Background: an optimization exercise with open tools, aiming at small area and a short achievable clock period. Do not read the settings as production practice. In this exercise RTL edits were held to simulation tests only and were not proved equivalent to the original. No activity file was given, so power comes from the tool's default toggle rates.

$ cat flow/config.mk
export PLATFORM = sky130hd
export DESIGN_NAME = exec_top
export DESIGN_NICKNAME = exec_top
export VERILOG_FILES = /design/flow/design.v
export SDC_FILE = /design/flow/constraint.sdc
export NUM_CORES = 4
export LEC_CHECK = 0
export CAP_MARGIN = 20
export CORE_MARGIN = 2
export CORE_UTILIZATION = 40
export SLEW_MARGIN = 20
$ cat flow/constraint.sdc
create_clock -name core_clock -period 5.5 [get_ports {clk}]
set_input_delay 1.1000 -clock core_clock [delete_from_list [all_inputs] [get_ports {clk}]]
set_output_delay 1.1000 -clock core_clock [all_outputs]
set_load 0.01 [all_outputs]
$ cat flow/design.v
`timescale 1ns/1ps
module exec_top (clk, rs1_d, rs2i_d, imm_d, op_a, op_l, op_s, sel_r, bra_c, pc_v, off_v, b_rs1_pc,
                 res_d_op, res_bra, res_brt_dma);
    input clk;
    input [31:0] rs1_d, rs2i_d, imm_d, pc_v, off_v;
    input [3:0] op_a, op_s;
    input [2:0] op_l;
    input [1:0] sel_r;
    input [2:0] bra_c;
    input b_rs1_pc;
    output reg [31:0] res_d_op, res_brt_dma;
    output reg res_bra;
    reg [31:0] q_rs1_d, q_rs2i_d, q_imm_d, q_pc_v, q_off_v;
    reg [3:0] q_op_a, q_op_s;
    reg [2:0] q_op_l, q_bra_c;
    reg [1:0] q_sel_r;
    reg q_b_rs1_pc;
    wire [31:0] w_res_d_op, w_res_brt_dma;
    wire w_res_bra;
    always @(posedge clk) begin
        q_rs1_d <= rs1_d; q_rs2i_d <= rs2i_d; q_imm_d <= imm_d; q_pc_v <= pc_v; q_off_v <= off_v;
        q_op_a <= op_a; q_op_s <= op_s; q_op_l <= op_l; q_bra_c <= bra_c; q_sel_r <= sel_r;
        q_b_rs1_pc <= b_rs1_pc;
        res_d_op <= w_res_d_op;
        res_brt_dma <= w_res_brt_dma;
        res_bra <= w_res_bra;
    end
    exec u_exec (.rs1_d(q_rs1_d), .rs2i_d(q_rs2i_d), .imm_d(q_imm_d), .op_a(q_op_a), .op_l(q_op_l),
                 .op_s(q_op_s), .sel_r(q_sel_r), .bra_c(q_bra_c), .res_d_op(w_res_d_op),
                 .res_bra(w_res_bra), .pc_v(q_pc_v), .off_v(q_off_v), .b_rs1_pc(q_b_rs1_pc),
                 .res_brt_dma(w_res_brt_dma));
endmodule

`timescale 1ns/1ps
module exec (rs1_d, rs2i_d, imm_d, op_a, op_l, op_s, sel_r, bra_c, res_d_op, res_bra, pc_v, off_v,  b_rs1_pc, res_brt_dma);
    input [31:0] rs1_d, rs2i_d, imm_d, pc_v, off_v;      
    input [3:0] op_a, op_s;      
    input [2:0] op_l;      
    input [1:0] sel_r;      
    input [2:0] bra_c;      
    input b_rs1_pc;      
    output [31:0] res_d_op, res_brt_dma;      
    output res_bra;      
    reg [31:0] res_d_op, res_brt_dma;
    reg res_bra;
    reg [32:0] res_d_op_a_33;      
    reg [31:0] res_d_op_a_32;      
    reg [31:0] res_d_op_l_32;      
    reg [31:0] res_d_op_s_32;      
    always @(*)
    begin
        casex (op_a)      
        4 'b0000 : 
            begin
            res_d_op_a_33 =  rs1_d +  rs2i_d;      
            res_d_op_a_32 =  res_d_op_a_33 [31:0];      
            end
        4 'b1000 : 
            begin
            res_d_op_a_33 =  rs1_d -  rs2i_d;      
            res_d_op_a_32 =  res_d_op_a_33 [31:0];      
            end
        4 'bx010 :
            begin 
            res_d_op_a_33 = rs1_d - rs2i_d;      
            res_d_op_a_32 = {{31{1'b0}}, res_d_op_a_33[32]};      
            end
        4 'bx011:
            begin 
            res_d_op_a_33 =  rs1_d - rs2i_d;      
            res_d_op_a_32 = {{31{1'b0}}, !res_d_op_a_33[32]};      
            end
        default: 
            begin
            res_d_op_a_33 =  rs1_d +  rs2i_d;      
            res_d_op_a_32 = res_d_op_a_33 [31:0];      
            end
        endcase
        casex (op_l)      
        3 'b 100: res_d_op_l_32 = rs1_d ^ rs2i_d;      
        3 'b 110: res_d_op_l_32 = rs1_d | rs2i_d;      
        3 'b 111: res_d_op_l_32 = rs1_d & rs2i_d;      
        default: res_d_op_l_32 = rs1_d ^ rs2i_d;      
        endcase
        casex (op_s)      
        4 'b0001: res_d_op_s_32 = rs1_d << rs2i_d [4:0];      
        4 'b0101: res_d_op_s_32 = rs1_d >> rs2i_d [4:0];      
        4 'b1101: res_d_op_s_32 = rs1_d >>> rs2i_d [4:0];      
        default: res_d_op_s_32 = rs1_d << rs2i_d [4:0];      
        endcase
        casex (bra_c)      
        3 'b000 : res_bra = !(|res_d_op_a_33);
        3 'b001 : res_bra = |res_d_op_a_33;
        3 'b100 : res_bra = res_d_op_a_33[32];
        3 'b101 : res_bra = !res_d_op_a_33[32];
        3 'b110 : res_bra = !res_d_op_a_33[32];
        3 'b111 : res_bra = res_d_op_a_33[32];
        default: res_bra = 1 'b0;
        endcase
        casex (sel_r)
        2 'b00 : res_d_op = res_d_op_a_32;
        2 'b01 : res_d_op = res_d_op_l_32;
        2 'b10 : res_d_op = res_d_op_s_32;
        default: res_d_op = rs2i_d;
        endcase
        casex (b_rs1_pc)
        1 'b0 : res_brt_dma =  rs1_d + off_v;
        1 'b1 : res_brt_dma = pc_v + off_v;
        endcase
    end 
endmodule
$ cat flow/run.sh
#!/bin/bash
# synth_recipe.tcl (not shown) runs the flow's synth.tcl, then flattens the netlist and writes it again
# the make line also repeats each setting of config.mk as NAME=value (left out here)
make -C /OpenROAD-flow-scripts/flow DESIGN_CONFIG=/design/flow/config.mk WORK_HOME=/design/flow/orfs CLKGATE_MAP_FILE= SYNTH_SCRIPT=/design/flow/synth_recipe.tcl finish
==> key figures <==
Final layout
  • Diodes inserted: 0
  • Syn-to-layout area delta: 20.26%
  • # fillers: approximately 4000
  • Final net count: approximately 2400
  • Share of cells above drive strength 1: under 10%

STA
  • Setup_tns: 0 ps
  • Final setup vio count: 0
  • Fin crit period: around 4700 ps
  • Slew Limit Fails: 0
  • Layout Skew: 9.765 ps
  • RSZ-0062 raised after global routing: false
  • Slew HR: roughly 33%
  • Final Hold Fails: 0
  • Tcrit/Tclk final: a little under nine tenths
  • Max Freq: about 210 MHz
  • Least-Margin Pin Slew: approximately 1000 ps
  • Final worst slack: between 700 and 800 ps

Synth
  • Synth area leader: dfxtp_1
  • Distinct cells, synth: 94
  • Top-count cell post-synth: dfxtp_1
  • Gate Count Post-Synth: between 1500 and 2000
  • Post-synth top area share: a little over a quarter
  • Top_reg_cell synth: dfxtp_1
  • Syn Area/Cell: between 7 and 8 sq um
  • Number of synthesized flops with an enable pin: 0
  • Async SR Flop Fraction: 0%
  • Mapped Nets: about 2300
  • Area contributors post-synth: dfxtp_1 (27%), ha_1 (11%), o21ai_0 (6.1%)
  • Synth Cell Area: ~16000 sq um
  • Synth top cells by count: dfxtp_1 (209), nor2_1 (202), o21ai_0 (189), nand2_1 (177), a21oi_1 (175)
  • Seq/Total Area, Yosys: approximately 27%
  • Ys Warns: 2
  • Seq cells post-synth: roughly 210

Detailed routing
  • Routed WL: roughly 58000 um
  • DRC Markers: 0
  • DRT iter0 DRCs: 1315
  • Via-to-Cell Ratio: ~5.8
  • Drt wl/cell: 21.98 um
  • Antenna-violating nets left: 0
  • Routed via count: 15320
  • Detailed Routing Iterations Pass 1: 6

Global route
  • Gr usage total: between 20 and 30%
  • Remaining Overflow, GRT: 0
  • First-pass GRT wire length: ~88000 um
  • Largest net degree at the start of global routing: approximately 100
  • Initial antenna violation count: 0
  • Vias in the first global route: 14650

Setup path
  • Req. time, crit path: a little under 6000 ps
  • Worst R2R Setup Slack: 770 ps
  • Worst-path maximum fanout: 14
  • Worst Path Buf+Inv: 2
  • Startpoint types: flip-flop
  • Most common cell on crit path: o31ai_1
  • Crit path max-delay family: compound AO/OA/AOI/OAI gates
  • Slowest-stage cell, CP: ha_1
  • Crit path largest cell delay: approximately 600 ps
  • Crit path DAT: about 5200 ps
  • Crit path kind: flip-flop to flip-flop
  • Crit-path cells: inv_1 > ha_1 > clkinv_1 > a21oi_1 > o31ai_1 > a21o_1 > or3_1 > a2111oi_1 > o31ai_1 > nor4_1 > nand4_1 > nor4_2 > o2111ai_1 > mux2i_1 > nand2_1
  • Crit path capture type: flip-flop

Placed design
  • GPL Wtd Cong: 0.9587
  • Estimated wirelength of the detail-placed design: 45280 um
  • Port bufs: 209
  • Dpl ws: around 920 ps

Clocking
  • Post-CTS Hold Buffers: 0
  • Post-CTS sizing: 0
  • CTS Sinks: approximately 210
  • Worst-path clk slew: roughly 60 ps
  • Skew-Pair Late Insertion Delay: about 540 ps
  • Clock buffer depth: 3
  • H-tree depth: 1
  • Root Buffer: clkbuf_16
  • CTS tree: yes
  • Num CTS Buffers: 24
  • # Post-CTS Setup Buffers: 0

Floorplanning
  • Die area: slightly above 40000 sq um
  • Initial core utilization: 40.50%
  • Core area: ~39000 sq um
  • Die width: around 200 um
  • Row Count: approximately 70
  • Die Span Y: slightly above 200 um
  • I/O pins: 243

Status
  • Status: finished clean

Power
  • P_leak: roughly 7.9 nW
  • PwrDens: between 200 and 300 nW/um^2
  • Worst vdd ir: 0.0002245 V

Hold path
  • Hold WC Path Type: flip-flop to flip-flop

Flow run
  • Max Cap Viol: 0
## path summary, 6_finish.rpt
check | start | to | cells after the start
worst max-delay path | q_rs1_d[13]$_DFF_P_ | res_bra$_DFF_P_ | 15
worst max register to register | q_rs1_d[13]$_DFF_P_ | res_bra$_DFF_P_ | 15
worst min-delay path | q_off_v[0]$_DFF_P_ | res_brt_dma[0]$_DFF_P_ | 1
worst min register to register | q_off_v[0]$_DFF_P_ | res_brt_dma[0]$_DFF_P_ | 1
## report_power, final
part	switching [mW]	leakage, nW	total [mW]	internal (mW)
clock	0.617	0.387	1.59	0.972
sequential	0.0928	1.76	1.77	1.68
combinational	0.984	5.78	1.75	0.768
## stage by stage
stage	cells	power, mW	utilization [%]	hold WS (ps)	instance area (sq um)
after floorplan	1980	2.851	-	432.4	15620
after global placement	2601	3.515	46.61	445.8	17970
after detailed placement	2601	3.522	46.61	464.7	17970
after CTS	2642	5.139	48.67	482.4	18770
after global routing	2643	5.370	48.70	494.2	18780
final	2643	5.110	48.70	475.1	18780
## cells in the final DEF, fill, tap and decap left out, types with 20 or more instances in the layout
cell type and count:
xor2_1 22, dfxtp_1 204, o22ai_1 34, o211ai_1 26
a21o_1 31, nand3_1 22, a211oi_1 25, o21ai_0 189
xnor2_1 53, clkbuf_16 25, mux2i_1 79, mux4_2 24
a21oi_1 174, nand2_1 177, clkdlybuf4s50_1 209, nor3_1 36
ha_1 133, buf_4 22, nand2b_1 20, nor2_1 202
inv_1 98
## cell families after synthesis
kind of cell / after synthesis / share of synthesized area (%)
AND/OR/NAND/NOR: 572 / 16.81
buffers and inverters: 234 / 6.122
XOR/XNOR: 75 / 4.207
adder cells (fa/ha/maj): 136 / 11.04
flip-flops: 209 / 26.79
AO/OA/AOI/OAI: 649 / 26.35
multiplexers: 105 / 8.670
## sequential cells by signal (all words and copies together) (netlist names), 4 cells and up
name and cells:
q_rs2i_d 32, res_brt_dma 32, q_pc_v 32, q_off_v 32, q_rs1_d 32, res_d_op 32
q_op_a 4
## per-layer routing
| metal | share of wire (%) | up-vias | global-route usage [%] |
|---|---|---|---|
| met5 | 0 | - | 0 |
| met4 | 5.5 | 0 | 13.39 |
| met3 | 5.8 | 123 | 3.272 |
| met1 | 43 | 7251 | 36.68 |
| li1 | - | 7367 | - |
| met2 | 45 | 581 | 45.41 |
## area by class of cell
| type | instances | area, sq um | area share (%) |
|---|---|---|---|
| clock buffers | 34 | 699.4 | 3.725 |
| clock inverters | 7 | 95.09 | 0.5064 |
| inverters | 106 | 397.9 | 2.119 |
| multi-input cells | 1537 | 10480 | 55.80 |
| flip-flops and latches | 209 | 4190 | 22.31 |
| well taps | 518 | 648.1 | 3.451 |
| repair buffers | 232 | 2268 | 12.08 |

==> static timing again, ports no longer ideal <==
The flow's constraints put no driver on any port. The routed layout listed below was extracted and timed again, unchanged, in two steps.
Step 1 sets driving cells, clkbuf_16 on the clock port and buf_2 on the other inputs (assumed; they add their load-dependent delay and slew).
Step 2 adds t to the input delays and takes it off the output delays; t is the mean of the earliest and latest rising clock arrival at the registers after step 1. Input paths then give back, and output paths get back, about the clock's delay inside the block.
Three values: ideal ports, drivers, drivers and shift; two values: the first two.
t (ns): 0.589
slack for setup (ns): 0.773 / 0.773 / 0.773
hold WS [ns]: 0.475 / 0.475 / 0.475
After both steps setup and hold are still met in this run. The setup slack of this run moves by 0.000 ns with the drivers and by 0.000 ns with both steps.
